What follows belongs to an exercise in optimizing a design on an open flow for small area; a production flow would make more cautious choices.
Only simulation tests tie the RTL to the original design; equivalence was not proved.
Power is estimated from default activity; no workload was simulated. The flow treats the clock pin as an ideal source, which a real chip does not have.

## flow/design.v

```verilog
`default_nettype none
module fifo_16_1024_ft
  (
   input wire        clk,
   input wire        srst,
   input wire [13:0] din,
   input wire        wr_en_next,
   input wire        rd_en,
   output wire [13:0] dout,
   output wire       valid
   );
    reg [13:0] mem [0:15];
    reg [4:0]  count;
    reg        wr, keep;
    wire empty = (count == 5'd0);
    wire rd = rd_en & ~empty;
    wire [4:0] count_next = count + {4'd0, wr} - {4'd0, rd};
    wire wr_next = wr_en_next & (count_next != 5'd16);
    assign valid = ~empty;
    wire [3:0] head = count[3:0] - 4'd1;
    assign dout = mem[head];
    integer i;
    always @(posedge clk) begin
	mem[0] <= ({14{wr}} & din) | ({14{keep}} & mem[0]);
	for(i = 1; i < 16; i = i + 1)
	    mem[i] <= ({14{wr}} & mem[i-1]) | ({14{keep}} & mem[i]);
    end
    always @(posedge clk) begin
	if(srst == 1'b1) begin
	    count <= 5'd0;
	    wr <= 1'b0;
	    keep <= 1'b1;
	end else begin
	    count <= count_next;
	    wr <= wr_next;
	    keep <= ~wr_next;
	end
    end
endmodule  
`default_nettype wire
`default_nettype none
module cmac_usplus_emitter
  (
   input wire clk,
   input wire reset,
   input wire din_valid,
   input wire din_sop,
   input wire din_eop,
   input wire [5:0] din_mty,
   output wire dout_kick,
   output wire [13:0] dout_bytes,
   input wire cmac_busy,
   input wire cmac_done,
   input wire cmac_tx_rdy
   );
    reg [7:0] beats;
    always @(posedge clk) begin
	if(din_valid == 1'b1)
	    beats <= din_sop ? 8'd1 : beats + 8'd1;
    end
    reg fifo_rd;
    wire [13:0] fifo_q;
    wire fifo_valid;
    fifo_16_1024_ft fifo_i(.clk(clk),
			   .srst(reset),
			   .din({beats, 6'd0} - {8'd0, din_mty}),
			   .wr_en_next(din_valid & din_eop),
			   .rd_en(fifo_rd),
			   .dout(fifo_q),
			   .valid(fifo_valid));
    reg kick_reg, wait_done;
    reg [13:0] bytes_reg;
    assign dout_kick = kick_reg;
    assign dout_bytes = bytes_reg;
    wire start = !kick_reg && !wait_done && fifo_valid && cmac_tx_rdy;
    always @(posedge clk) begin
	if(start == 1'b1)
	    bytes_reg <= fifo_q;
    end
    always @(posedge clk) begin
	if(reset == 1'b1) begin
	    kick_reg <= 1'b0;
	    wait_done <= 1'b0;
	    fifo_rd <= 1'b0;
	end else begin
	    fifo_rd <= start;
	    if(start == 1'b1)
		kick_reg <= 1'b1;
	    else if(kick_reg == 1'b1 && cmac_busy == 1'b1) begin
		kick_reg <= 1'b0;
		wait_done <= 1'b1;
	    end else if(wait_done == 1'b1 && cmac_done == 1'b1)
		wait_done <= 1'b0;
	end
    end
endmodule  
`default_nettype wire
`default_nettype none
module ether_echo
  (
   input wire         clk,
   input wire         reset,
   input wire [127:0] rx_dataout0,
   input wire [127:0] rx_dataout1,
   input wire [127:0] rx_dataout2,
   input wire [127:0] rx_dataout3,
   input wire         rx_enaout0,
   input wire         rx_sopout0,
   input wire         rx_eopout0,
   input wire         rx_eopout1,
   input wire         rx_eopout2,
   input wire         rx_eopout3,
   input wire [3:0]   rx_mtyout0,
   input wire [3:0]   rx_mtyout1,
   input wire [3:0]   rx_mtyout2,
   input wire [3:0]   rx_mtyout3,
   output reg  [511:0] send_data,
   output reg          send_valid,
   output reg          send_sop,
   output reg          send_eop,
   output wire [7:0]   send_mty,
   output wire         tx_kick,
   output wire [13:0]  tx_bytes,
   input wire          cmac_busy,
   input wire          cmac_done,
   input wire          cmac_tx_rdy
   );
    localparam [15:0] APP_KEY = 16'h3434;
    wire [5:0] recv_mty = rx_eopout3 == 1'b1 ? {2'd0, rx_mtyout3}
	       : rx_eopout2 == 1'b1 ? {2'd1, rx_mtyout2}
	       : rx_eopout1 == 1'b1 ? {2'd2, rx_mtyout1}
	       : rx_eopout0 == 1'b1 ? {2'd3, rx_mtyout0}
               : 6'd0;
    wire recv_eop = rx_eopout0 | rx_eopout1 | rx_eopout2 | rx_eopout3;
    wire [511:0] recv_data = {rx_dataout0, rx_dataout1, rx_dataout2, rx_dataout3};
    reg in_frame, idle;
    wire first = !in_frame && rx_enaout0 && rx_sopout0 && recv_data[415:400] == APP_KEY;
    wire acc = first || (in_frame && rx_enaout0);
    wire in_frame_next = (first && !recv_eop) || (in_frame && !(rx_enaout0 && recv_eop));
    always @(posedge clk) begin
	if(reset == 1'b1) begin
	    in_frame <= 1'b0;
	    idle <= 1'b1;
	end else begin
	    in_frame <= in_frame_next;
	    idle <= !in_frame_next;
	end
    end
    reg [511:0] din_q;
    reg         acc_q, first_q, last_q, single_q;
    reg [5:0]   mty_q;
    wire [95:0] recv_macs = recv_data[511:416];
    wire [95:0] recv_swapped = {recv_macs[47:0], recv_macs[95:48]};
    always @(posedge clk) begin
	din_q[511:416] <= ({96{idle}} & recv_swapped) | ({96{in_frame}} & recv_macs);
	din_q[415:0] <= recv_data[415:0];
	mty_q <= recv_mty;
	first_q <= first;
	last_q <= recv_eop;
    end
    reg [511:0] hold_q;
    reg         hold_load, hold_keep;
    reg         pend, hold_first, hold_last;
    reg [5:0]   hold_mty;
    wire hold_load_next = acc && !(first && recv_eop);
    always @(posedge clk) begin
	if(reset == 1'b1) begin
	    acc_q <= 1'b0;
	    single_q <= 1'b0;
	    hold_load <= 1'b0;
	    hold_keep <= 1'b0;
	end else begin
	    acc_q <= acc;
	    single_q <= first && recv_eop;
	    hold_load <= hold_load_next;
	    hold_keep <= !hold_load_next && !(hold_load && last_q);
	end
    end
    wire flush = !acc_q && pend && hold_last;
    always @(posedge clk) begin
	hold_q <= ({512{hold_load}} & din_q) | ({512{hold_keep}} & hold_q);
    end
    always @(posedge clk) begin
	if(acc_q == 1'b1) begin
	    hold_first <= first_q;
	    hold_last <= last_q;
	end
	if(acc_q == 1'b1 && last_q == 1'b1)
	    hold_mty <= mty_q;
    end
    always @(posedge clk) begin
	if(reset == 1'b1)
	    pend <= 1'b0;
	else if(acc_q == 1'b1)
	    pend <= !single_q;
	else if(flush == 1'b1)
	    pend <= 1'b0;
    end
    assign send_mty = {2'd0, hold_mty};
    always @(posedge clk) begin
	send_data <= ({512{single_q}} & din_q) | hold_q;
	send_sop <= single_q | hold_first;
	send_eop <= single_q | flush;
    end
    always @(posedge clk) begin
	if(reset == 1'b1)
	    send_valid <= 1'b0;
	else
	    send_valid <= single_q || flush || (acc_q && pend);
    end
    cmac_usplus_emitter cmac_usplus_emitter_i
      (
       .clk(clk),
       .reset(reset),
       .din_valid(send_valid),
       .din_sop(send_sop),
       .din_eop(send_eop),
       .din_mty(hold_mty),
       .dout_kick(tx_kick),
       .dout_bytes(tx_bytes),
       .cmac_busy(cmac_busy),
       .cmac_done(cmac_done),
       .cmac_tx_rdy(cmac_tx_rdy)
       );
endmodule  
`default_nettype wire
```

## flow/flow/run.sh

```bash
#!/bin/bash
# Standard ORFS layout (standard.sh: the standard flow's synthesis, floorplan, power grid
# and tap cells unchanged), with two changes to how the layout is built:
#  - port buffers are buf_1 cells instead of the default clkdlybuf4s50_1
#  - clock tree synthesis inserts no dummy loads and clusters more sinks
#    per clkbuf_16 leaf buffer
set -euo pipefail
cd "$(dirname "$0")/.."
bash standard.sh \
  "BUFFER_PORTS_ARGS=-buffer_cell sky130_fd_sc_hd__buf_1" \
  "CTS_ARGS=-sink_clustering_enable -repair_clock_nets -dont_use_dummy_load -buf_list sky130_fd_sc_hd__clkbuf_16 -sink_clustering_size 30 -sink_clustering_max_diameter 80" \
  finish > flow_standard.log 2>&1
```

## flow/standard.sh

```bash
#!/bin/bash
# synth_recipe.tcl (not shown) runs the flow's synth.tcl, then flattens the netlist and writes it again
# the make line also repeats each setting of config.mk as NAME=value (left out here)
make -C /OpenROAD-flow-scripts/flow DESIGN_CONFIG=/design/flow/config.mk WORK_HOME=/design/flow/orfs CLKGATE_MAP_FILE= SYNTH_SCRIPT=/design/flow/synth_recipe.tcl "${@:-finish}"
```

## flow/config.mk

```make
export PLATFORM = sky130hd
export DESIGN_NAME = ether_echo
export DESIGN_NICKNAME = ether_echo
export VERILOG_FILES = /design/flow/design.v
export SDC_FILE = /design/flow/constraint.sdc
export NUM_CORES = 4
export LEC_CHECK = 0
export CAP_MARGIN = 20
export CORE_MARGIN = 2
export CORE_UTILIZATION = 55
export GPL_TIMING_DRIVEN = 0
export SLEW_MARGIN = 20
```

## flow/constraint.sdc

```tcl
create_clock -name core_clock -period 4.0 [get_ports {clk}]
set_input_delay 0.8000 -clock core_clock [delete_from_list [all_inputs] [get_ports {clk}]]
set_output_delay 0.8000 -clock core_clock [all_outputs]
set_load 0.01 [all_outputs]
```

==> implementation parameters, run 1 <==
Parameter                              Value

Final layout
  Non-Filler Instances ... 6322
  Nets ... 5593
  Regs by FF count ... din_q x512, hold_q x512, send_data x512
  Fraction of final layout cells with drive strength greater than 1 ... 0.02600
  Total of fill cells in the finished design ... 7558
  Area taken by multi-input logic gates ... ~14000 um2
  Finished Cell Area ... 59360 um2
  Sequential cell area ... 36700 um2
  Area growth from synthesis to layout ... 14.37%

Routing
  First-pass detailed-route iteration total ... 5
  WL final ... ~180 mm
  DRC Markers ... 0
  First DRT Iteration DRCs ... between 3000 and 4000
  Antenna Nets Post-Route ... 0
  Via density ... between 5 and 6
  WL/cell ... between 20 and 30 um
  Routed via count ... 36870

Timing
  Unrepaired setup endpoints after global routing ... false
  Highest clock rate ... between 200 and 300 MHz
  Slew HR ... 0.2314
  Setup skew after layout ... ~0.062 ns
  Period minus WS final ... 3.572 ns
  Post-route clock period utilization ... 0.8930
  Final hold viol count ... 0
  Setup violators final ... 0
  Pins over their slew limit ... 0
  Worst-margin pin slew ... between 1 and 1.5 ns

Synth
  Combinational family with the most area after synthesis ... compound AO/OA/AOI/OAI gates
  Seq cells post-synth ... 1818
  Count of distinct cell types in the synthesized netlist ... 70
  Adder-cell share of the synthesized area ... 0.003278
  Most frequently used flop master after synthesis ... sky130_fd_sc_hd__dfxtp_1
  Xor and xnor area share after synthesis ... 0.005038
  Yosys Warn Count ... 4
  Number of standard cells after synthesis ... between 3000 and 4000
  EDFF count, synth ... 30
  Share of synthesized area spent on multiplexers ... 0.01029
  Compound-Gate Fraction of Synth Area ... 0.2312
  Sequential share of the synthesized area ... 0.7070
  Simple-gate share of the synthesized area ... 0.01996
  Post-Syn Area per Cell ... around 13 um2
  Synthesized area ... 51900 um2
  Fraction of registers with async set/reset ... 0

Setup path
  Type of origin of the critical path ... flop
  Worst path required time ... approximately 4.5 ns
  Maximum net fanout on the critical path ... 19
  Most common cell on crit path ... sky130_fd_sc_hd__ha_1
  Critical Path End Type ... flop
  Signal arrival time at the worst endpoint ... a little over 4 ns
  Slack of the worst reg-to-reg path ... around 0.43 ns
  Largest stage delay on the critical path ... 0.42 ns
  Cell with the largest stage delay on the worst path ... sky130_fd_sc_hd__nor4b_1
  Cells along the critical path ... buf_4 -> inv_2 -> ha_1 -> nor4b_1 -> nor2b_1 -> ha_1 -> inv_1 -> ha_1 -> inv_1 -> fa_1 -> o21bai_1 -> a21oi_1 -> xnor2_1 -> nand4_1 -> and4b_1
  Critical path class ... reg2reg

Place
  Total instance count after detailed placement ... 6224
  Detail Placement HPWL ... about 150 mm
  Buffers on Ports ... about 1100
  GPL Wtd Cong ... approximately 1.0
  Placed cell areas ... 57510 um2

Power
  Power density over the cells ... roughly 500 nW/um2
  Maximum ir drop on the vdd rail ... 0.3808 mV
  Leakage power ... 26.91 nW

Run status
  Run status ... no timing/DRC/antenna violations

Global routing
  Vias in the first global route ... 34520
  Overall fraction of global-route tracks in use ... 0.3671
  Maximum number of pins on one net before global-route repair ... 31
  Initial antenna violation count ... just over 80
  Grt ovf ... 0
  Wire length of the first global-routing pass ... ~260 mm

Floorplan
  Number of rows in the core area ... about 110
  Die span in x ... a little over 300 um
  Die Area ... roughly 97000 um2
  Floorplan Core Area ... 93470 um2
  Initial standard-cell utilization of the core ... 0.5553
  DIE HEIGHT ... between 300 and 400 um
  Top-Level Pins ... 1077

Clock network
  Buffer count from post-CTS setup fixing ... 0
  CTS clk-pin slew, worst paths ... about 0.11 ns
  Count of H-tree levels built during CTS ... 3
  Hold-fix buffers, CTS ... 0
  Clock latency of the later-clocked register in the worst-skew pair ... 0.70 ns
  Number of buffers added by the clock tree synthesis step ... 71
  Clk sinks ... 1818
  Cell chosen for the clock root ... sky130_fd_sc_hd__clkbuf_16
  TritonCTS clock tree ... yes
  Maximum number of buffers from clock root to sink ... 3

Flow run
  Max-Cap Viols ... 0

Min path
  HP Class ... in2reg
[logic make-up after synthesis]
group | Yosys count
buffers and inverters | 302
xor gates and xnor gates | 26
AOI/OAI and AO/OA | 1479
adders and majority gates | 13
muxes | 44
DFF | 1818
other | 1
and+or+nand+nor | 213
[area by class of cell]
type,count,area share
clock buffers,71,0.02993
flip-flops and latches,1818,0.6182
inverters,18,0.001138
well taps,1254,0.02643
multi-input cells,1777,0.2362
repair buffers,1073,0.06785
plain buffers,282,0.01905
diodes,29,0.001222
[through the flow]
stage                     utilization  setup WS [ns]  hold slack, ns  power (W)  setup TNS, ns
after CTS                      0.6344        0.03775          0.1520    0.02953              0
final                          0.6351         0.4278          0.1842    0.02958              0
after detailed placement       0.6153        -0.1504          0.3887    0.02135        -0.1504
after floorplan                     -         0.8671          0.3855    0.02025              0
after global placement         0.6152        -0.1992          0.3893    0.02136        -0.2129
after global routing           0.6350         0.1864          0.1561    0.03035              0
[cells in the mapped netlist (all sizes together) (26+ instances only)]
library cell	n	area, um2
mux2i	26	260.3
o21ai	37	185.2
a22o	818	7164
a21o	514	3859
buf	51	261.5
a21oi	35	175.2
clkbuf	233	874.6
edfxtp	30	900.9
dfxtp	1788	35790
nor2	55	206.5
nand3	31	155.2
nand2	56	212.7
[worst paths after layout]
kind,start,cells after the start,endpoint
max,cmac_usplus_emitter_i.fifo_i.count[2]$_SDFF_PP0_,15,cmac_usplus_emitter_i.fifo_i.wr$_SDFF_PP0_
min,rx_dataout3[103],1,din_q[103]$_DFF_P_
max reg2reg,cmac_usplus_emitter_i.fifo_i.count[2]$_SDFF_PP0_,15,cmac_usplus_emitter_i.fifo_i.wr$_SDFF_PP0_
min reg2reg,mty_q[3]$_DFF_P_,0,hold_mty[3]$_DFFE_PP_
[layer usage]
layer	share of wire	GRT usage	routed length [um]
met1	0.42	0.4998	77180
met2	0.43	0.5386	78540
met3	0.11	0.1330	20900
met4	0.038	0.1299	7075
met5	0.0015	0	276
[cell usage in the layout, fill, tap and decap left out, types with 15 or more instances in the layout]
master / instances
sky130_fd_sc_hd__dfxtp_1: 1788
sky130_fd_sc_hd__buf_1: 1098
sky130_fd_sc_hd__a22o_1: 818
sky130_fd_sc_hd__a21o_1: 514
sky130_fd_sc_hd__clkbuf_1: 230
sky130_fd_sc_hd__clkbuf_16: 71
sky130_fd_sc_hd__nor2_1: 55
sky130_fd_sc_hd__nand2_1: 55
sky130_fd_sc_hd__a21oi_1: 35
sky130_fd_sc_hd__o21ai_0: 35
sky130_fd_sc_hd__nand3_1: 31
sky130_fd_sc_hd__edfxtp_1: 30
sky130_fd_sc_hd__diode_2: 29
sky130_fd_sc_hd__mux2i_1: 26
sky130_fd_sc_hd__nor3_1: 17
sky130_fd_sc_hd__inv_1: 16
sky130_fd_sc_hd__xnor2_1: 15
[critical path, delay by kind of cell (launching register included)]
kind | cells | cell delay (ns)
AOI/OAI and AO/OA | 2 | 0.25
and+or+nand+nor | 4 | 0.90
DFF | 1 | 0.33
buffers and inverters | 4 | 0.68
xor gates and xnor gates | 1 | 0.19
adders and majority gates | 4 | 1.07
[timing repair]
item,CTS,global route
resized for setup,1,0
endpoints found under the setup margin,1,2
pin swaps,0,0
[report_power, final]
| group | internal (W) | switching [W] | total, W |
|---|---|---|---|
| clock network | 0.00323 | 0.00531 | 0.00854 |
| registers | 0.0185 | 0.000193 | 0.0187 |
| logic | 0.000684 | 0.00162 | 0.00230 |
==> run 2: changes to the inputs <==
--- a/flow/config.mk
+++ b/flow/config.mk
@@ -10,3 +10,2 @@
 export CORE_UTILIZATION = 55
-export GPL_TIMING_DRIVEN = 0
 export SLEW_MARGIN = 20
==> run 2 against run 1 <==
  * Sequential power about the same
  * First-iteration DRC count down 18%
  * Critical path depth down 6
  * Sequential share of layout area up 0.59 points
  * Sequential cell count unchanged
  * Global-route usage down 4.0 points
  * Critical endpoint is now cmac_usplus_emitter_i.bytes_reg[3]$_DFFE_PP_
  * Largest cell class unchanged
  * Highest routed layer unchanged
==> implementation parameters, run 2 <==
Parameter                              Value

Run status
  Run status ... no timing/DRC/antenna violations

Clock network
  Count of H-tree levels built during CTS ... 3 (unchanged)
  Clk sinks ... 1818 (unchanged)
  Cts repair resizes ... 0 (-1)
  Buffer count from post-CTS setup fixing ... 0 (unchanged)
  Cell chosen for the clock root ... sky130_fd_sc_hd__clkbuf_16
  TritonCTS clock tree ... yes
  Clock latency of the later-clocked register in the worst-skew pair ... 0.67 ns (-0.03 ns)
  Maximum number of buffers from clock root to sink ... 3 (unchanged)
  Hold-fix buffers, CTS ... 0 (unchanged)
  Number of buffers added by the clock tree synthesis step ... 71 (unchanged)
  CTS clk-pin slew, worst paths ... 0.11 ns (about the same)

Synth
  Seq cells post-synth ... 1818 (unchanged)
  Most common cell in the synthesized netlist ... sky130_fd_sc_hd__dfxtp_1
  Sequential share of the synthesized area ... 0.7070 (unchanged)
  List of most frequent post-synthesis cells ... 1788 x sky130_fd_sc_hd__dfxtp_1, 818 x sky130_fd_sc_hd__a22o_1, 514 x sky130_fd_sc_hd__a21o_1
  EDFF count, synth ... 30 (unchanged)
  Synthesized area ... 51900 um2 (unchanged)
  Adder-cell share of the synthesized area ... 0.003278 (unchanged)
  Simple-gate share of the synthesized area ... 0.01996 (unchanged)
  Top cells by area in the synthesized netlist ... sky130_fd_sc_hd__dfxtp_1 69%, sky130_fd_sc_hd__a22o_1 14%, sky130_fd_sc_hd__a21o_1 7.4%
  Count of distinct cell types in the synthesized netlist ... 70 (unchanged)
  Compound-Gate Fraction of Synth Area ... 0.2312 (unchanged)
  Combinational family with the most area after synthesis ... compound AO/OA/AOI/OAI gates
  Yosys Warn Count ... 4 (unchanged)
  Most frequently used flop master after synthesis ... sky130_fd_sc_hd__dfxtp_1
  Portion of synthesized cell area occupied by the leading cell type ... 0.6896 (unchanged)
  Number of standard cells after synthesis ... 3896 (unchanged)
  Share of synthesized area spent on multiplexers ... 0.01029 (unchanged)
  Post-synth top area cell ... sky130_fd_sc_hd__dfxtp_1
  Post-Syn Area per Cell ... 13.32 um2 (unchanged)
  Fraction of registers with async set/reset ... 0 (unchanged)
  Xor and xnor area share after synthesis ... 0.005038 (unchanged)

Timing
  Final hold viol count ... 0 (unchanged)
  Worst-margin pin slew ... 1.059 ns (-0.09426 ns)
  Unrepaired setup endpoints after global routing ... false
  Pins over their slew limit ... 0 (unchanged)
  Slew HR ... 0.2943 (+0.06284)
  Post-route clock period utilization ... 0.8246 (-0.06840)
  Setup violators final ... 0 (unchanged)
  Setup skew after layout ... 0.03774 ns (-0.02421 ns)
  Period minus WS final ... 3.299 ns (-0.2736 ns)
  Highest clock rate ... 303.2 MHz (+8.3%)
  Setup TNS after final layout ... 0 ns (unchanged)

Setup path
  Type of origin of the critical path ... flop
  Cells along the critical path ... buf_4 -> inv_2 -> ha_1 -> and2b_4 -> xnor2_4 -> buf_4 -> nand2_2 -> o22ai_1 -> o21ai_0
  Most common cell on crit path ... sky130_fd_sc_hd__buf_4
  Signal arrival time at the worst endpoint ... 3.68 ns (-0.43 ns)
  Cell with the largest stage delay on the worst path ... sky130_fd_sc_hd__xnor2_4
  Largest stage delay on the critical path ... 0.64 ns (+0.22 ns)
  Critical Path End Type ... flop
  Top cell family by delay on the critical path ... buffers and inverters
  Critical path class ... reg2reg
  Worst path required time ... 4.38 ns (-0.15 ns)
  Maximum net fanout on the critical path ... 21 (+2)
  Crit path buffers/inverters ... 3 (-1)

Min path
  HP Class ... in2reg

Routing
  DRC Markers ... 0 (unchanged)
  First-pass detailed-route iteration total ... 6 (+1)
  First DRT Iteration DRCs ... 3249 (-18%)
  Routed via count ... 34880 (-5.4%)
  Via density ... 5.725 (-1.8%)
  WL final ... 164.7 mm (-10%)
  WL/cell ... 27.03 um (-7.1%)
  Antenna Nets Post-Route ... 0 (unchanged)

Power
  Net switching power ... 0.006760 W (-5.2%)
  Power share of the combinational group ... 0.064 (-0.014)
  Power Internal ... 0.02241 W (-0.19%)
  Leakage power ... 26.78 nW (-0.48%)
  Sw frac ... 0.2318 (-0.009237)
  Power density over the cells ... 495.7 nW/um2 (-0.51%)
  Portion of total power attributed to sequential cells ... 0.645 (+0.012)
  Maximum ir drop on the vdd rail ... 0.3805 mV (about the same)
  Share of total power in the clock network ... 0.291 (+0.002)

Floorplan
  DIE HEIGHT ... 311.2 um (unchanged)
  Top-Level Pins ... 1077 (unchanged)
  Number of rows in the core area ... 112 (unchanged)
  Initial standard-cell utilization of the core ... 0.5553 (unchanged)
  Die Area ... 96850 um2 (unchanged)
  Floorplan Core Area ... 93470 um2 (unchanged)
  Die span in x ... 311.2 um (unchanged)

Final layout
  Post-route core utilization ... 0.6295 (-0.005582)
  Regs by FF count ... din_q x512, hold_q x512, send_data x512
  Most used cells in the layout excluding fill and tap cells ... 1780 x sky130_fd_sc_hd__dfxtp_1, 1074 x sky130_fd_sc_hd__buf_1, 818 x sky130_fd_sc_hd__a22o_1, 514 x sky130_fd_sc_hd__a21o_1, 71 x sky130_fd_sc_hd__clkbuf_16
  Nets ... 5359 (-4.2%)
  Fraction of final layout cells with drive strength greater than 1 ... 0.03288 (+0.006885)
  Area growth from synthesis to layout ... 13.36%
  Leading cell type in the layout, fill and taps excluded ... sky130_fd_sc_hd__dfxtp_1

Global routing
  Vias in the first global route ... 32350 (-6.3%)
  Maximum number of pins on one net before global-route repair ... 116 (+270%)
  Initial antenna violation count ... 64 (-21%)
  Grt ovf ... 0 (unchanged)
  Overall fraction of global-route tracks in use ... 0.3272 (-0.03985)
  Wire length of the first global-routing pass ... 231.7 mm (-9.4%)

Place
  Buffers on Ports ... 1074 (+0.093%)
  Detail Placement HPWL ... 121.6 mm (-16%)
  GPL Wtd Cong ... 0.9466 (-8.8%)

Flow run
  Max-Cap Viols ... 0 (unchanged)
[run 2: final timing paths]
| kind | start | end | slack [ns] | depth (start not counted) |
|---|---|---|---|---|
| max | cmac_usplus_emitter_i.fifo_i.count[1]$_SDFF_PP0_ | cmac_usplus_emitter_i.bytes_reg[3]$_DFFE_PP_ | 0.70 | 9 |
| min | rx_dataout3[118] | din_q[118]$_DFF_P_ | 0.20 | 1 |
| max reg2reg | cmac_usplus_emitter_i.fifo_i.count[1]$_SDFF_PP0_ | cmac_usplus_emitter_i.bytes_reg[3]$_DFFE_PP_ | 0.70 | 9 |
| min reg2reg | mty_q[1]$_DFF_P_ | hold_mty[1]$_DFFE_PP_ | 0.41 | 0 |
[run 2: kinds of logic (layout without fill, tap and decap cells)]
logic type               Yosys count  after routing
other                              1             35
AND/OR/NAND/NOR                  213            213
XOR/XNOR                          26             26
AO/OA/AOI/OAI                   1479           1479
adder cells (fa/ha/maj)           13             13
flip-flops                      1818           1818
multiplexers                      44             44
buffers and inverters            302           1210
[run 2: power by group through the flow]
| stage | clock (W) | sequential, W | combinational [W] |
|---|---|---|---|
| 2_1_floorplan | 0 | 0.0191 | 0.00114 |
| 3_3_place_gp | 0 | 0.0192 | 0.00179 |
| 3_5_place_dp | 0 | 0.0192 | 0.00181 |
| 4_1_cts | 0.00861 | 0.0188 | 0.00182 |
| 5_1_grt | 0.00923 | 0.0189 | 0.00198 |
| 6_report | 0.00848 | 0.0188 | 0.00186 |
[run 2: area by class of cell]
type,instances,area (um2)
timing repair buffer,1121,4604
multi-input combinational,1777,14020
inverter,18,67.56
fill,7700,34630
sequential,1818,36720
clock buffer,71,1777
antenna,33,82.58
tap,1254,1569
[run 2: stage by stage]
stage	instances	hold WS (ns)	area, um2	total power [W]	setup slack (ns)
5_1_grt	6078	0.1635	58810	0.03007	0.5809
4_1_cts	6058	0.1644	58730	0.02925	0.7951
3_5_place_dp	5987	0.3910	56950	0.02105	0.8028
6_report	6092	0.2023	58840	0.02917	0.7015
2_1_floorplan	3897	0.3855	51910	0.02025	0.8671
3_3_place_gp	5987	0.3891	56950	0.02102	0.8350
[run 2: routing by layer]
metal | global-route usage | part of all wire | vias to the layer above
met2 | 0.4832 | 0.44 | 1388
met4 | 0.09629 | 0.029 | 30
met5 | 0 | 0.0012 | -
met3 | 0.1195 | 0.11 | 245
li1 | - | - | 15950
met1 | 0.4501 | 0.42 | 17260
==> run 3: changes to the inputs <==
--- a/flow/flow/run.sh
+++ b/flow/flow/run.sh
@@ -10,3 +10,3 @@
   "BUFFER_PORTS_ARGS=-buffer_cell sky130_fd_sc_hd__buf_1" \
-  "CTS_ARGS=-sink_clustering_enable -repair_clock_nets -dont_use_dummy_load -buf_list sky130_fd_sc_hd__clkbuf_16 -sink_clustering_size 30 -sink_clustering_max_diameter 80" \
+  "CTS_ARGS=-sink_clustering_enable -repair_clock_nets -dont_use_dummy_load -buf_list sky130_fd_sc_hd__clkbuf_16 -sink_clustering_size 30 -sink_clustering_max_diameter 90" \
   finish > flow_standard.log 2>&1
==> run 3 against run 2 <==
  * Synthesized cell count is the same
  * Sequential share of layout area barely moved
  * Sequential cell count unchanged
  * Cell area barely moved
  * Clock power barely moved
  * Hold slack got worse by 0.0068 ns
  * Global-route usage is essentially flat
  * Largest cell class unchanged
  * Largest power group unchanged
  * Highest routed layer unchanged
==> implementation parameters, run 3 <==
Parameter                              Value

Setup path
  Slack of the worst reg-to-reg path ... 0.74 ns (+0.03 ns)
  Cells along the critical path ... buf_4 -> inv_2 -> ha_1 -> and2b_4 -> xnor2_4 -> buf_4 -> nand2_2 -> o22ai_1 -> o21ai_0
  Type of origin of the critical path ... flop
  Crit path buffers/inverters ... 3 (unchanged)
  Worst flop-to-flop path startpoint ... cmac_usplus_emitter_i.fifo_i.count[1]$_SDFF_PP0_
  Worst Reg-to-Reg Cells ... 9 (unchanged)
  Maximum net fanout on the critical path ... 21 (unchanged)
  Most common cell on crit path ... sky130_fd_sc_hd__buf_4
  R2r endpoint ... cmac_usplus_emitter_i.bytes_reg[3]$_DFFE_PP_
  Worst path required time ... 4.39 ns (about the same)
  Critical Path End Type ... flop
  Critical path class ... reg2reg
  Cell with the largest stage delay on the worst path ... sky130_fd_sc_hd__xnor2_4
  Signal arrival time at the worst endpoint ... 3.65 ns (-0.03 ns)
  Top cell family by delay on the critical path ... buffers and inverters
  Largest stage delay on the critical path ... 0.63 ns (about the same)

Synth
  Simple-gate share of the synthesized area ... 0.01996 (unchanged)
  Share of synthesized area spent on multiplexers ... 0.01029 (unchanged)
  Sequential share of the synthesized area ... 0.7070 (unchanged)
  Compound-Gate Fraction of Synth Area ... 0.2312 (unchanged)
  Synthesized area ... 51900 um2 (unchanged)
  Top cells by area in the synthesized netlist ... sky130_fd_sc_hd__dfxtp_1 69%, sky130_fd_sc_hd__a22o_1 14%, sky130_fd_sc_hd__a21o_1 7.4%
  Fraction of registers with async set/reset ... 0 (unchanged)
  List of most frequent post-synthesis cells ... 1788 x sky130_fd_sc_hd__dfxtp_1, 818 x sky130_fd_sc_hd__a22o_1, 514 x sky130_fd_sc_hd__a21o_1
  Seq cells post-synth ... 1818 (unchanged)
  Yosys Warn Count ... 4 (unchanged)
  Number of standard cells after synthesis ... 3896 (unchanged)
  Combinational family with the most area after synthesis ... compound AO/OA/AOI/OAI gates
  Post-Syn Area per Cell ... 13.32 um2 (unchanged)
  Post-synth top area cell ... sky130_fd_sc_hd__dfxtp_1
  Adder-cell share of the synthesized area ... 0.003278 (unchanged)
  Most frequently used flop master after synthesis ... sky130_fd_sc_hd__dfxtp_1
  Portion of synthesized cell area occupied by the leading cell type ... 0.6896 (unchanged)
  Most common cell in the synthesized netlist ... sky130_fd_sc_hd__dfxtp_1
  Xor and xnor area share after synthesis ... 0.005038 (unchanged)
  EDFF count, synth ... 30 (unchanged)
  Count of distinct cell types in the synthesized netlist ... 70 (unchanged)

Place
  Placed cell areas ... 56950 um2 (unchanged)
  Minimum setup slack after placement ... 0.8028 ns (unchanged)
  Buffers on Ports ... 1074 (unchanged)
  Detail Placement HPWL ... 121.6 mm (unchanged)
  GPL Wtd Cong ... 0.9466 (unchanged)

Routing
  First-pass detailed-route iteration total ... 5 (-1)
  DRC Markers ... 0 (unchanged)
  Routed via count ... 34810 (-0.19%)
  First DRT Iteration DRCs ... 3431 (+5.6%)
  Antenna Nets Post-Route ... 0 (unchanged)
  WL final ... 164.7 mm (about the same)
  WL/cell ... 27.06 um (+0.10%)
  Via density ... 5.721 (about the same)

Final layout
  Fraction of final layout cells with drive strength greater than 1 ... 0.03268 (-0.0002013)
  Area growth from synthesis to layout ... 13.29% (about the same)
  Leading cell type in the layout, fill and taps excluded ... sky130_fd_sc_hd__dfxtp_1
  Total of fill cells in the finished design ... 7692 (-0.10%)
  Finished Cell Area ... 58800 um2 (about the same)
  Regs by FF count ... din_q x512, hold_q x512, send_data x512
  Most used cells in the layout excluding fill and tap cells ... 1780 x sky130_fd_sc_hd__dfxtp_1, 1074 x sky130_fd_sc_hd__buf_1, 818 x sky130_fd_sc_hd__a22o_1, 514 x sky130_fd_sc_hd__a21o_1, 71 x sky130_fd_sc_hd__clkbuf_16
  Nets ... 5358 (-0.019%)

Flow run
  Max-Cap Viols ... 0 (unchanged)

Clock network
  Clk sinks ... 1818 (unchanged)
  Maximum number of buffers from clock root to sink ... 3 (unchanged)
  Hold-fix buffers, CTS ... 0 (unchanged)
  Number of buffers added by the clock tree synthesis step ... 71 (unchanged)
  Clock latency of the later-clocked register in the worst-skew pair ... 0.69 ns (+0.02 ns)
  CTS clk-pin slew, worst paths ... 0.11 ns (about the same)
  Cell chosen for the clock root ... sky130_fd_sc_hd__clkbuf_16
  Count of H-tree levels built during CTS ... 3 (unchanged)
  Cts repair resizes ... 0 (unchanged)
  Buffer count from post-CTS setup fixing ... 0 (unchanged)
  TritonCTS clock tree ... yes

Timing
  Slew HR ... 0.2960 (+0.001756)
  Highest clock rate ... 306.3 MHz (+1.0%)
  Min setup slack post-route ... 0.7352 ns (+0.03370 ns)
  Worst-margin pin slew ... 1.056 ns (-0.002634 ns)
  Unrepaired setup endpoints after global routing ... false
  Setup violators final ... 0 (unchanged)
  Post-route clock period utilization ... 0.8162 (-0.008425)
  Final hold viol count ... 0 (unchanged)
  Period minus WS final ... 3.265 ns (-0.03370 ns)
  Setup TNS after final layout ... 0 ns (unchanged)
  Pins over their slew limit ... 0 (unchanged)
  Setup skew after layout ... 0.05222 ns (+0.01448 ns)

Power
  Leakage power ... 26.77 nW (about the same)
  Sw frac ... 0.2324 (+0.0006611)
  Portion of total power attributed to sequential cells ... 0.645 (about the same)
  Power share of the combinational group ... 0.064 (about the same)
  Share of total power in the clock network ... 0.291 (about the same)
  Power Internal ... 0.02241 W (about the same)
  Net switching power ... 0.006786 W (+0.37%)
  Power density over the cells ... 496.5 nW/um2 (+0.15%)
  Maximum ir drop on the vdd rail ... 0.3817 mV (+0.32%)

Floorplan
  Die Area ... 96850 um2 (unchanged)
  Floorplan Core Area ... 93470 um2 (unchanged)
  Number of rows in the core area ... 112 (unchanged)
  Top-Level Pins ... 1077 (unchanged)
  Die span in x ... 311.2 um (unchanged)
  Initial standard-cell utilization of the core ... 0.5553 (unchanged)
  DIE HEIGHT ... 311.2 um (unchanged)

Global routing
  Grt ovf ... 0 (unchanged)
  Overall fraction of global-route tracks in use ... 0.3273 (about the same)
  Vias in the first global route ... 32340 (-0.0093%)
  Maximum number of pins on one net before global-route repair ... 116 (unchanged)
  Wire length of the first global-routing pass ... 232.1 mm (+0.19%)
  Initial antenna violation count ... 66 (+3.1%)

Min path
  Hold-critical path endpoint ... din_q[391]$_DFF_P_
  HP Class ... in2reg
  Hold path cells ... 1 (unchanged)
  Origin of the worst min-delay path ... rx_dataout0[7]

Run status
  Run status ... no timing/DRC/antenna violations
[run 3: cell counts after synthesis]
No cell type changed its count.
[run 3: how the worst max path moves through the flow]
stage                                                                 from                                      endpoint  slack [ns]  cells after the start
after floorplan           cmac_usplus_emitter_i.fifo_i.count[2]$_SDFF_PP0_    cmac_usplus_emitter_i.fifo_i.wr$_SDFF_PP0_        0.87                     16
after global placement    cmac_usplus_emitter_i.fifo_i.count[3]$_SDFF_PP0_    cmac_usplus_emitter_i.fifo_i.wr$_SDFF_PP0_        0.84                     14
after detailed placement  cmac_usplus_emitter_i.fifo_i.count[1]$_SDFF_PP0_  cmac_usplus_emitter_i.bytes_reg[3]$_DFFE_PP_        0.80                      9
after CTS                 cmac_usplus_emitter_i.fifo_i.count[1]$_SDFF_PP0_  cmac_usplus_emitter_i.bytes_reg[3]$_DFFE_PP_        0.79                      9
after global routing      cmac_usplus_emitter_i.fifo_i.count[1]$_SDFF_PP0_  cmac_usplus_emitter_i.bytes_reg[3]$_DFFE_PP_        0.57                      9
final                     cmac_usplus_emitter_i.fifo_i.count[1]$_SDFF_PP0_  cmac_usplus_emitter_i.bytes_reg[3]$_DFFE_PP_        0.74                      9
[run 3: cell type report]
type                    instances  area, um2  area share
repair buffers               1120       4581     0.07790
inverters                      18      67.56    0.001149
flip-flops and latches       1818      36720      0.6245
well taps                    1254       1569     0.02668
multi-input cells            1777      14020      0.2384
clock buffers                  71       1777     0.03022
diodes                         27      67.56    0.001149
[run 3: metrics by stage]
stage                     power, W  cells  hold slack, ns  utilization
after floorplan            0.02025   3897          0.3855            -
after global placement     0.02102   5987          0.3891       0.6093
after detailed placement   0.02105   5987          0.3910       0.6093
after CTS                  0.02925   6058          0.1520       0.6283
after global routing       0.03008   6076          0.1584       0.6289
final                      0.02919   6085          0.1955       0.6291
[run 3: cells by family (layout without fill, tap and decap cells)]
logic type,Yosys count,in the layout
fa+ha+maj,13,13
simple gates,213,213
buf+inv,302,1209
xor+xnor,26,26
other cells,1,29
mux,44,44
compound gates,1479,1479
flops,1818,1818
[run 3: routing by layer]
metal,wire length [um],GRT usage
met5,191,0
met1,70230,0.4546
met4,4786,0.09684
met3,17290,0.1134
met2,72180,0.4827
[run 3: power groups by stage]
stage               combinational [W]  clock [W]  sequential [W]
floorplan                     0.00114          0          0.0191
global placement              0.00179          0          0.0192
detailed placement            0.00181          0          0.0192
CTS                           0.00182    0.00861          0.0188
global route                  0.00198    0.00924          0.0189
finish                        0.00186    0.00851          0.0188
==> run 4: changes to the inputs <==
--- a/flow/design.v
+++ b/flow/design.v
@@ -135,3 +135,3 @@
     wire [511:0] recv_data = {rx_dataout0, rx_dataout1, rx_dataout2, rx_dataout3};
-    reg in_frame, idle;
+    reg in_frame;
     wire first = !in_frame && rx_enaout0 && rx_sopout0 && recv_data[415:400] == APP_KEY;
@@ -140,9 +140,6 @@
     always @(posedge clk) begin
-	if(reset == 1'b1) begin
+	if(reset == 1'b1)
 	    in_frame <= 1'b0;
-	    idle <= 1'b1;
-	end else begin
+	else
 	    in_frame <= in_frame_next;
-	    idle <= !in_frame_next;
-	end
     end
@@ -151,7 +148,4 @@
     reg [5:0]   mty_q;
-    wire [95:0] recv_macs = recv_data[511:416];
-    wire [95:0] recv_swapped = {recv_macs[47:0], recv_macs[95:48]};
-    always @(posedge clk) begin
-	din_q[511:416] <= ({96{idle}} & recv_swapped) | ({96{in_frame}} & recv_macs);
-	din_q[415:0] <= recv_data[415:0];
+    always @(posedge clk) begin
+	din_q <= recv_data;
 	mty_q <= recv_mty;
@@ -161,3 +155,3 @@
     reg [511:0] hold_q;
-    reg         hold_load, hold_keep;
+    reg         hold_load, hold_keep, hold_load_first, hold_load_rest;
     reg         pend, hold_first, hold_last;
@@ -170,2 +164,4 @@
 	    hold_load <= 1'b0;
+	    hold_load_first <= 1'b0;
+	    hold_load_rest <= 1'b0;
 	    hold_keep <= 1'b0;
@@ -175,2 +171,4 @@
 	    hold_load <= hold_load_next;
+	    hold_load_first <= hold_load_next && first;
+	    hold_load_rest <= hold_load_next && !first;
 	    hold_keep <= !hold_load_next && !(hold_load && last_q);
@@ -178,5 +176,9 @@
     end
+    wire [511:0] din_swapped = {din_q[463:416], din_q[511:464], din_q[415:0]};
     wire flush = !acc_q && pend && hold_last;
     always @(posedge clk) begin
-	hold_q <= ({512{hold_load}} & din_q) | ({512{hold_keep}} & hold_q);
+	hold_q[511:416] <= ({96{hold_load_first}} & din_swapped[511:416])
+			   | ({96{hold_load_rest}} & din_q[511:416])
+			   | ({96{hold_keep}} & hold_q[511:416]);
+	hold_q[415:0] <= ({416{hold_load}} & din_q[415:0]) | ({416{hold_keep}} & hold_q[415:0]);
     end
@@ -200,3 +202,3 @@
     always @(posedge clk) begin
-	send_data <= ({512{single_q}} & din_q) | hold_q;
+	send_data <= ({512{single_q}} & din_swapped) | hold_q;
 	send_sop <= single_q | hold_first;
--- a/flow/flow/run.sh
+++ b/flow/flow/run.sh
@@ -10,3 +10,3 @@
   "BUFFER_PORTS_ARGS=-buffer_cell sky130_fd_sc_hd__buf_1" \
-  "CTS_ARGS=-sink_clustering_enable -repair_clock_nets -dont_use_dummy_load -buf_list sky130_fd_sc_hd__clkbuf_16 -sink_clustering_size 30 -sink_clustering_max_diameter 90" \
+  "CTS_ARGS=-sink_clustering_enable -repair_clock_nets -dont_use_dummy_load -buf_list sky130_fd_sc_hd__clkbuf_16 -sink_clustering_size 30 -sink_clustering_max_diameter 80" \
   finish > flow_standard.log 2>&1
==> run 4 against run 3 <==
  * Global-route usage rose by 0.26 points
  * Clock skew is 0.0074 ns higher
  * Maximum frequency shrank 4.4%
  * Still clean
  * Cell area fell by 0.66%
  * Power is essentially flat
  * Hold slack improved by 0.0069 ns
  * Sequential share of layout area up 0.45 points
  * Sequential power about the same
  * Register-to-register slack worse by 0.15 ns
  * Routed wire length increased by 0.99%
==> implementation parameters, run 4 <==
Parameter                              Value

Floorplan
  Die Area ... 96140 um2 (-0.73%)
  Die span in x ... 310.1 um (-0.37%)
  Floorplan Core Area ... 93050 um2 (-0.45%)
  Number of rows in the core area ... 112 (unchanged)
  Top-Level Pins ... 1077 (unchanged)
  Initial standard-cell utilization of the core ... 0.5537 (-0.001619)
  DIE HEIGHT ... 310.1 um (-0.37%)

Routing
  Antenna Nets Post-Route ... 0 (unchanged)
  Routed length on met1 ... 68.41 mm (-2.6%)
  First-pass detailed-route iteration total ... 8 (+3)
  WL/cell ... 27.37 um (+1.1%)
  WL final ... 166.3 mm (+0.99%)
  DRC Markers ... 0 (unchanged)
  Routed via count ... 34590 (-0.63%)
  Routed length on met2 ... 76.26 mm (+5.7%)
  Routed wire length on met3 ... 15.09 mm (-13%)
  Via density ... 5.693 (-0.50%)
  First DRT Iteration DRCs ... 4046 (+18%)
  Highest metal layer with signal wires ... met5

Timing
  Min Hold Slack ... 0.2024 ns (+0.006868 ns)
  Post-route clock period utilization ... 0.8537 (+0.03746)
  Slew HR ... 0.2547 (-0.04126)
  Period minus WS final ... 3.415 ns (+0.1498 ns)
  Setup skew after layout ... 0.05962 ns (+0.007403 ns)
  Unrepaired setup endpoints after global routing ... false
  Setup violators final ... 0 (unchanged)
  Min setup slack post-route ... 0.5853 ns (-0.1498 ns)
  Pins over their slew limit ... 0 (unchanged)
  Highest clock rate ... 292.9 MHz (-4.4%)
  Setup TNS after final layout ... 0 ns (unchanged)
  Final hold viol count ... 0 (unchanged)
  Worst-margin pin slew ... 1.118 ns (+0.06189 ns)

Clock network
  Cts repair resizes ... 0 (unchanged)
  Number of buffers added by the clock tree synthesis step ... 71 (unchanged)
  Cell chosen for the clock root ... sky130_fd_sc_hd__clkbuf_16
  Clk sinks ... 1819 (+0.055%)
  TritonCTS clock tree ... yes
  Count of H-tree levels built during CTS ... 3 (unchanged)
  Clock latency of the later-clocked register in the worst-skew pair ... 0.68 ns (about the same)
  Buffer count from post-CTS setup fixing ... 0 (unchanged)
  CTS clk-pin slew, worst paths ... 0.12 ns (about the same)
  Maximum number of buffers from clock root to sink ... 3 (unchanged)
  Hold-fix buffers, CTS ... 0 (unchanged)

Synth
  Most frequently used flop master after synthesis ... sky130_fd_sc_hd__dfxtp_1
  Yosys Warn Count ... 4 (unchanged)
  Count of distinct cell types in the synthesized netlist ... 72 (+2.9%)
  Synthesized area ... 51520 um2 (-0.74%)
  Post-synth top area cell ... sky130_fd_sc_hd__dfxtp_1
  EDFF count, synth ... 30 (unchanged)
  Post-Syn Area per Cell ... 13.26 um2 (-0.43%)
  Fraction of registers with async set/reset ... 0 (unchanged)
  Top cells by area in the synthesized netlist ... sky130_fd_sc_hd__dfxtp_1 70%, sky130_fd_sc_hd__a22o_1 11%, sky130_fd_sc_hd__a21o_1 7.5%
  Sequential share of the synthesized area ... 0.7126 (+0.005659)
  Seq cells post-synth ... 1819 (+0.055%)
  Most common cell in the synthesized netlist ... sky130_fd_sc_hd__dfxtp_1
  Number of standard cells after synthesis ... 3884 (-0.31%)
  Portion of synthesized cell area occupied by the leading cell type ... 0.6951 (+0.005530)
  List of most frequent post-synthesis cells ... 1789 x sky130_fd_sc_hd__dfxtp_1, 626 x sky130_fd_sc_hd__a22o_1, 514 x sky130_fd_sc_hd__a21o_1

Min path
  HP Class ... in2reg
  Hold path cells ... 1 (unchanged)
  Hold-critical path endpoint ... din_q[204]$_DFF_P_
  Origin of the worst min-delay path ... rx_dataout2[76]

Global routing
  Initial antenna violation count ... 63 (-4.5%)
  Overall fraction of global-route tracks in use ... 0.3299 (+0.002561)
  Wire length of the first global-routing pass ... 229.5 mm (-1.1%)
  Maximum number of pins on one net before global-route repair ... 210 (+81%)
  Vias in the first global route ... 31970 (-1.2%)
  Grt ovf ... 0 (unchanged)

Setup path
  Worst flop-to-flop path startpoint ... cmac_usplus_emitter_i.fifo_i.count[2]$_SDFF_PP0_
  Worst Reg-to-Reg Cells ... 8 (-1)
  Critical path class ... reg2reg
  Type of origin of the critical path ... flop
  Signal arrival time at the worst endpoint ... 3.85 ns (+0.20 ns)
  Maximum net fanout on the critical path ... 26 (+24%)
  R2r endpoint ... cmac_usplus_emitter_i.bytes_reg[5]$_DFFE_PP_
  Critical Path End Type ... flop
  Slack of the worst reg-to-reg path ... 0.59 ns (-0.15 ns)
  Worst path required time ... 4.44 ns (+0.05 ns)

Place
  Buffers on Ports ... 1074 (unchanged)
  GPL Wtd Cong ... 0.9629 (+1.7%)
  Total instance count after detailed placement ... 5980 (-0.12%)
  Placed cell areas ... 56550 um2 (-0.71%)
  Minimum setup slack after placement ... 0.6588 ns (-0.1440 ns)
  Detail Placement HPWL ... 123.9 mm (+1.9%)

Power
  Maximum ir drop on the vdd rail ... 0.3545 mV (-7.1%)
  Power density over the cells ... 500.0 nW/um2 (+0.72%)
  Leakage power ... 27.13 nW (+1.3%)

Flow run
  Max-Cap Viols ... 0 (unchanged)

Final layout
  Finished Cell Area ... 58410 um2 (-0.66%)
  Nets ... 5352 (-0.11%)
  Most used cells in the layout excluding fill and tap cells ... 1781 x sky130_fd_sc_hd__dfxtp_1, 1074 x sky130_fd_sc_hd__buf_1, 626 x sky130_fd_sc_hd__a22o_1, 514 x sky130_fd_sc_hd__a21o_1, 114 x sky130_fd_sc_hd__inv_1
  Fraction of final layout cells with drive strength greater than 1 ... 0.03043 (-0.002252)
  Regs by FF count ... din_q x512, hold_q x512, send_data x512
  Non-Filler Instances ... 6077 (-0.13%)
  Leading cell type in the layout, fill and taps excluded ... sky130_fd_sc_hd__dfxtp_1
  Area growth from synthesis to layout ... 13.38% (about the same)

Run status
  Run status ... no timing/DRC/antenna violations
[run 4: worst max-delay path: stages (launching register included)]
cell	delay, ns
sky130_fd_sc_hd__dfxtp_1	0.34
sky130_fd_sc_hd__inv_1	0.06
sky130_fd_sc_hd__buf_4	0.21
sky130_fd_sc_hd__ha_1	0.32
sky130_fd_sc_hd__and2b_4	0.24
sky130_fd_sc_hd__xnor2_4	0.72
sky130_fd_sc_hd__nand2_1	0.73
sky130_fd_sc_hd__o2111ai_1	0.43
sky130_fd_sc_hd__nand3_1	0.11
[run 4: kinds of logic after synthesis]
logic type,after synthesis,synth area share
AO/OA/AOI/OAI,1381,0.2191
XOR/XNOR,26,0.004930
adder cells (fa/ha/maj),13,0.003303
buffers and inverters,388,0.02994
flip-flops,1819,0.7126
multiplexers,46,0.009933
other,1,0.00007279
AND/OR/NAND/NOR,210,0.02011
[run 4: cell type report]
type,instances,area [um2]
Multi-Input combinational cell,1678,13300
Fill cell,7641,34640
Sequential cell,1819,36740
Timing Repair Buffer,1114,4532
Inverter,116,435.4
Antenna cell,25,62.56
Tap cell,1254,1569
Clock buffer,71,1777
[run 4: per-layer routing]
metal | track usage | up-vias
met5 | 0 | -
met4 | 0.1213 | 38
met3 | 0.09481 | 277
met2 | 0.5141 | 1415
met1 | 0.4376 | 17030
li1 | - | 15830
[run 4: stage by stage]
step,total power [W],utilization
finish,0.02921,0.6278
global route,0.03010,0.6276
CTS,0.02930,0.6269
detailed placement,0.02108,0.6078
global placement,0.02105,0.6078
floorplan,0.02029,-
[run 4: worst max-delay path by stage]
stage / from / to / slack (ns) / depth (start not counted)
after floorplan: cmac_usplus_emitter_i.fifo_i.count[2]$_SDFF_PP0_ / cmac_usplus_emitter_i.fifo_i.wr$_SDFF_PP0_ / 0.88 / 16
after global placement: cmac_usplus_emitter_i.fifo_i.count[2]$_SDFF_PP0_ / cmac_usplus_emitter_i.bytes_reg[5]$_DFFE_PP_ / 0.73 / 8
after detailed placement: cmac_usplus_emitter_i.fifo_i.count[2]$_SDFF_PP0_ / cmac_usplus_emitter_i.bytes_reg[5]$_DFFE_PP_ / 0.66 / 8
after CTS: cmac_usplus_emitter_i.fifo_i.count[2]$_SDFF_PP0_ / cmac_usplus_emitter_i.bytes_reg[5]$_DFFE_PP_ / 0.65 / 8
after global routing: cmac_usplus_emitter_i.fifo_i.count[3]$_SDFF_PP0_ / cmac_usplus_emitter_i.fifo_i.wr$_SDFF_PP0_ / 0.46 / 14
final: cmac_usplus_emitter_i.fifo_i.count[2]$_SDFF_PP0_ / cmac_usplus_emitter_i.bytes_reg[5]$_DFFE_PP_ / 0.59 / 8
[run 4: power breakdown]
part | total, W | switching, W | leakage [nW] | internal [W]
clock network | 0.00850 | 0.00527 | 0.875 | 0.00323
logic | 0.00183 | 0.00116 | 11.4 | 0.000667
registers | 0.0189 | 0.000322 | 14.9 | 0.0186
total | 0.0292 | 0.00676 | 27.1 | 0.0224
==> run 5: changes to the inputs <==
--- a/flow/flow/run.sh
+++ b/flow/flow/run.sh
@@ -10,3 +10,3 @@
   "BUFFER_PORTS_ARGS=-buffer_cell sky130_fd_sc_hd__buf_1" \
-  "CTS_ARGS=-sink_clustering_enable -repair_clock_nets -dont_use_dummy_load -buf_list sky130_fd_sc_hd__clkbuf_16 -sink_clustering_size 30 -sink_clustering_max_diameter 80" \
+  "CTS_ARGS=-sink_clustering_enable -repair_clock_nets -dont_use_dummy_load -buf_list sky130_fd_sc_hd__clkbuf_16 -sink_clustering_size 28 -sink_clustering_max_diameter 80" \
   finish > flow_standard.log 2>&1
==> run 5 against run 4 <==
  * Worst setup slack better by 0.039 ns
  * Highest routed layer unchanged
  * Die area stayed put
  * Area after synthesis stayed put
  * Register-to-register slack better by 0.04 ns
  * Power is 0.77% higher
  * Critical path type unchanged
  * Global-route usage is 0.063 points higher
  * Count of clock-buffer cells in the layout is 4 higher
  * First-iteration DRC count is 2.1% lower
  * Critical path depth stayed put
==> implementation parameters, run 5 <==
Parameter                              Value

Routing
  Via density ... 5.692 (about the same)
  First DRT Iteration DRCs ... 3960 (-2.1%)
  DRC Markers ... 0 (unchanged)
  First-pass detailed-route iteration total ... 9 (+1)
  WL final ... 167.0 mm (+0.42%)
  Routed via count ... 34640 (+0.12%)
  Antenna Nets Post-Route ... 0 (unchanged)
  WL/cell ... 27.44 um (+0.28%)

Min path
  Origin of the worst min-delay path ... rx_dataout2[25]
  HP Class ... in2reg

Synth
  Most common cell in the synthesized netlist ... sky130_fd_sc_hd__dfxtp_1
  Post-Syn Area per Cell ... 13.26 um2 (unchanged)
  Count of distinct cell types in the synthesized netlist ... 72 (unchanged)
  Most frequently used flop master after synthesis ... sky130_fd_sc_hd__dfxtp_1
  Fraction of registers with async set/reset ... 0 (unchanged)
  Post-synth top area cell ... sky130_fd_sc_hd__dfxtp_1
  Sequential share of the synthesized area ... 0.7126 (unchanged)
  Synthesized area ... 51520 um2 (unchanged)
  Seq cells post-synth ... 1819 (unchanged)
  Yosys Warn Count ... 4 (unchanged)
  Number of standard cells after synthesis ... 3884 (unchanged)
  EDFF count, synth ... 30 (unchanged)
  List of most frequent post-synthesis cells ... 1789 x sky130_fd_sc_hd__dfxtp_1, 626 x sky130_fd_sc_hd__a22o_1, 514 x sky130_fd_sc_hd__a21o_1
  Top cells by area in the synthesized netlist ... sky130_fd_sc_hd__dfxtp_1 70%, sky130_fd_sc_hd__a22o_1 11%, sky130_fd_sc_hd__a21o_1 7.5%
  Portion of synthesized cell area occupied by the leading cell type ... 0.6951 (unchanged)

Global routing
  Overall fraction of global-route tracks in use ... 0.3305 (+0.0006296)
  Maximum number of pins on one net before global-route repair ... 210 (unchanged)
  Initial antenna violation count ... 65 (+3.2%)
  Grt ovf ... 0 (unchanged)
  Vias in the first global route ... 32100 (+0.43%)
  Wire length of the first global-routing pass ... 229.9 mm (+0.19%)

Final layout
  Area growth from synthesis to layout ... 13.60%
  Fraction of final layout cells with drive strength greater than 1 ... 0.03103 (+0.0005994)
  Nets ... 5356 (+0.075%)
  Non-Filler Instances ... 6085 (+0.13%)
  Most used cells in the layout excluding fill and tap cells ... 1781 x sky130_fd_sc_hd__dfxtp_1, 1074 x sky130_fd_sc_hd__buf_1, 626 x sky130_fd_sc_hd__a22o_1, 514 x sky130_fd_sc_hd__a21o_1, 114 x sky130_fd_sc_hd__inv_1
  Total of fill cells in the finished design ... 7652 (+0.14%)
  Area taken by multi-input logic gates ... 13290 um2 (about the same)
  Post-route core utilization ... 0.6290 (+0.001237)
  Sequential cell area ... 36740 um2 (unchanged)
  Leading cell type in the layout, fill and taps excluded ... sky130_fd_sc_hd__dfxtp_1
  Regs by FF count ... din_q x512, hold_q x512, send_data x512

Power
  Power Internal ... 0.02261 W (+0.73%)
  Net switching power ... 0.006820 W (+0.89%)
  Total design power ... 0.02943 W (+0.77%)
  Leakage power ... 27.18 nW (+0.19%)
  Power share of the combinational group ... 0.062 (about the same)
  Maximum ir drop on the vdd rail ... 0.3756 mV (+6.0%)
  Power density over the cells ... 502.9 nW/um2 (+0.57%)
  Sw frac ... 0.2317 (+0.0002712)
  Portion of total power attributed to sequential cells ... 0.641 (-0.005)
  Share of total power in the clock network ... 0.297 (+0.006)

Clock network
  TritonCTS clock tree ... yes
  CTS clk-pin slew, worst paths ... 0.10 ns (-0.02 ns)
  Buffer count from post-CTS setup fixing ... 0 (unchanged)
  Count of H-tree levels built during CTS ... 3 (unchanged)
  Cell chosen for the clock root ... sky130_fd_sc_hd__clkbuf_16
  Cts repair resizes ... 0 (unchanged)
  Hold-fix buffers, CTS ... 0 (unchanged)
  Maximum number of buffers from clock root to sink ... 3 (unchanged)
  Number of buffers added by the clock tree synthesis step ... 75 (+5.6%)
  Clk sinks ... 1819 (unchanged)
  Clock latency of the later-clocked register in the worst-skew pair ... 0.67 ns (about the same)

Floorplan
  Die span in x ... 310.1 um (unchanged)
  DIE HEIGHT ... 310.1 um (unchanged)
  Number of rows in the core area ... 112 (unchanged)
  Top-Level Pins ... 1077 (unchanged)
  Floorplan Core Area ... 93050 um2 (unchanged)
  Initial standard-cell utilization of the core ... 0.5537 (unchanged)
  Die Area ... 96140 um2 (unchanged)

Place
  Buffers on Ports ... 1074 (unchanged)
  Detail Placement HPWL ... 123.9 mm (unchanged)
  GPL Wtd Cong ... 0.9629 (unchanged)
  Total instance count after detailed placement ... 5980 (unchanged)

Setup path
  Signal arrival time at the worst endpoint ... 3.76 ns (-0.09 ns)
  Maximum net fanout on the critical path ... 26 (unchanged)
  Worst path required time ... 4.39 ns (-0.05 ns)
  Crit path from ... cmac_usplus_emitter_i.fifo_i.count[2]$_SDFF_PP0_
  Critical path class ... reg2reg
  Critical Path End Type ... flop
  Worst flop-to-flop path startpoint ... cmac_usplus_emitter_i.fifo_i.count[2]$_SDFF_PP0_
  Type of origin of the critical path ... flop

Timing
  Pins over their slew limit ... 0 (unchanged)
  Worst-margin pin slew ... 1.111 ns (-0.006811 ns)
  Slew HR ... 0.2593 (+0.004540)
  Final hold viol count ... 0 (unchanged)
  Period minus WS final ... 3.376 ns (-0.03876 ns)
  Highest clock rate ... 296.2 MHz (+1.1%)
  Setup skew after layout ... 0.05007 ns (-0.009550 ns)
  Unrepaired setup endpoints after global routing ... false
  Post-route clock period utilization ... 0.8440 (-0.009689)
  Setup TNS after final layout ... 0 ns (unchanged)
  Min Hold Slack ... 0.1892 ns (-0.01325 ns)
  Setup violators final ... 0 (unchanged)

Run status
  Run status ... no timing/DRC/antenna violations

Flow run
  Max-Cap Viols ... 0 (unchanged)
-- run 5: layer usage --
metal  wire length [um]  global-route usage
met3              15200             0.09992
met4               6716              0.1291
met1              68550              0.4344
met5                190                   0
met2              76330              0.5126
-- run 5: worst paths after layout --
kind / to / slack, ns / cells after the start
hold / removal: din_q[153]$_DFF_P_ / 0.19 / 1
setup reg to reg: cmac_usplus_emitter_i.bytes_reg[5]$_DFFE_PP_ / 0.62 / 8
hold reg to reg: send_data[157]$_DFF_P_ / 0.42 / 1
setup / recovery: cmac_usplus_emitter_i.bytes_reg[5]$_DFFE_PP_ / 0.62 / 8
-- run 5: layout make-up --
| class | instances | area share |
|---|---|---|
| inverter | 116 | 0.007439 |
| clock buffer | 75 | 0.03207 |
| tap | 1254 | 0.02681 |
| multi-input combinational | 1678 | 0.2271 |
| sequential | 1819 | 0.6278 |
| timing repair buffer | 1114 | 0.07756 |
| antenna | 29 | 0.001240 |
-- run 5: worst max-delay path, cell delays in order (launching register included) --
cell                        delay [ns]
sky130_fd_sc_hd__dfxtp_1          0.34
sky130_fd_sc_hd__inv_1            0.06
sky130_fd_sc_hd__buf_4            0.20
sky130_fd_sc_hd__ha_1             0.32
sky130_fd_sc_hd__and2b_4          0.24
sky130_fd_sc_hd__xnor2_4          0.71
sky130_fd_sc_hd__nand2_1          0.70
sky130_fd_sc_hd__o2111ai_1        0.39
sky130_fd_sc_hd__nand3_1          0.10
-- run 5: cell families after synthesis --
group | share of synthesized area
flops | 0.7126
compound gates | 0.2191
buf+inv | 0.02994
simple gates | 0.02011
mux | 0.009933
xor+xnor | 0.004930
fa+ha+maj | 0.003303
other cells | 0.00007279
-- run 5: power groups by stage --
stage | registers (W) | logic (W) | clock network [W]
after floorplan | 0.0191 | 0.00114 | 0
after global placement | 0.0193 | 0.00176 | 0
after detailed placement | 0.0193 | 0.00179 | 0
after CTS | 0.0189 | 0.00180 | 0.00883
after global routing | 0.0189 | 0.00195 | 0.00944
final | 0.0189 | 0.00183 | 0.00873
-- run 5: metrics by stage --
| stage | setup slack (ns) | cell area, um2 |
|---|---|---|
| finish | 0.6241 | 58530 |
| global route | 0.4258 | 58500 |
| CTS | 0.5890 | 58430 |
| detailed placement | 0.6588 | 56550 |
| global placement | 0.7260 | 56550 |
| floorplan | 0.8850 | 51520 |

-- afterwards: timing with drivers on the ports --
In the flow no input, the clock included, has a driving cell. The finished layouts below were timed again as built, in two steps. Step 1 sets driving cells, clkbuf_16 on the clock port and buf_2 on the other inputs (assumed; they add their load-dependent delay and slew). Step 2 also shifts input and output timing later by t, the mid clock arrival at the registers, as if the neighbouring blocks saw the same clock. Slacks: no drivers / after step 1 / after step 2; pairs: no drivers / after step 1.
run | shift t [ns] | slack for setup (ns) | worst setup path at the end | slew at the worst register clock pin (ns) | cell pins on the clock port's net
run 1 | 0.736 | 0.428 / 0.428 / 0.428 | register to register | 0.12 / 0.12 | 1
run 2 | 0.731 | 0.701 / 0.701 / 0.701 | register to register | 0.12 / 0.12 | 1
run 3 | 0.735 | 0.735 / 0.735 / 0.735 | register to register | 0.12 / 0.12 | 1
run 4 | 0.722 | 0.585 / 0.585 / 0.585 | register to register | 0.12 / 0.12 | 1
run 5 | 0.726 | 0.624 / 0.624 / 0.624 | register to register | 0.11 / 0.11 | 1
After both steps setup and hold are still met in every run listed.
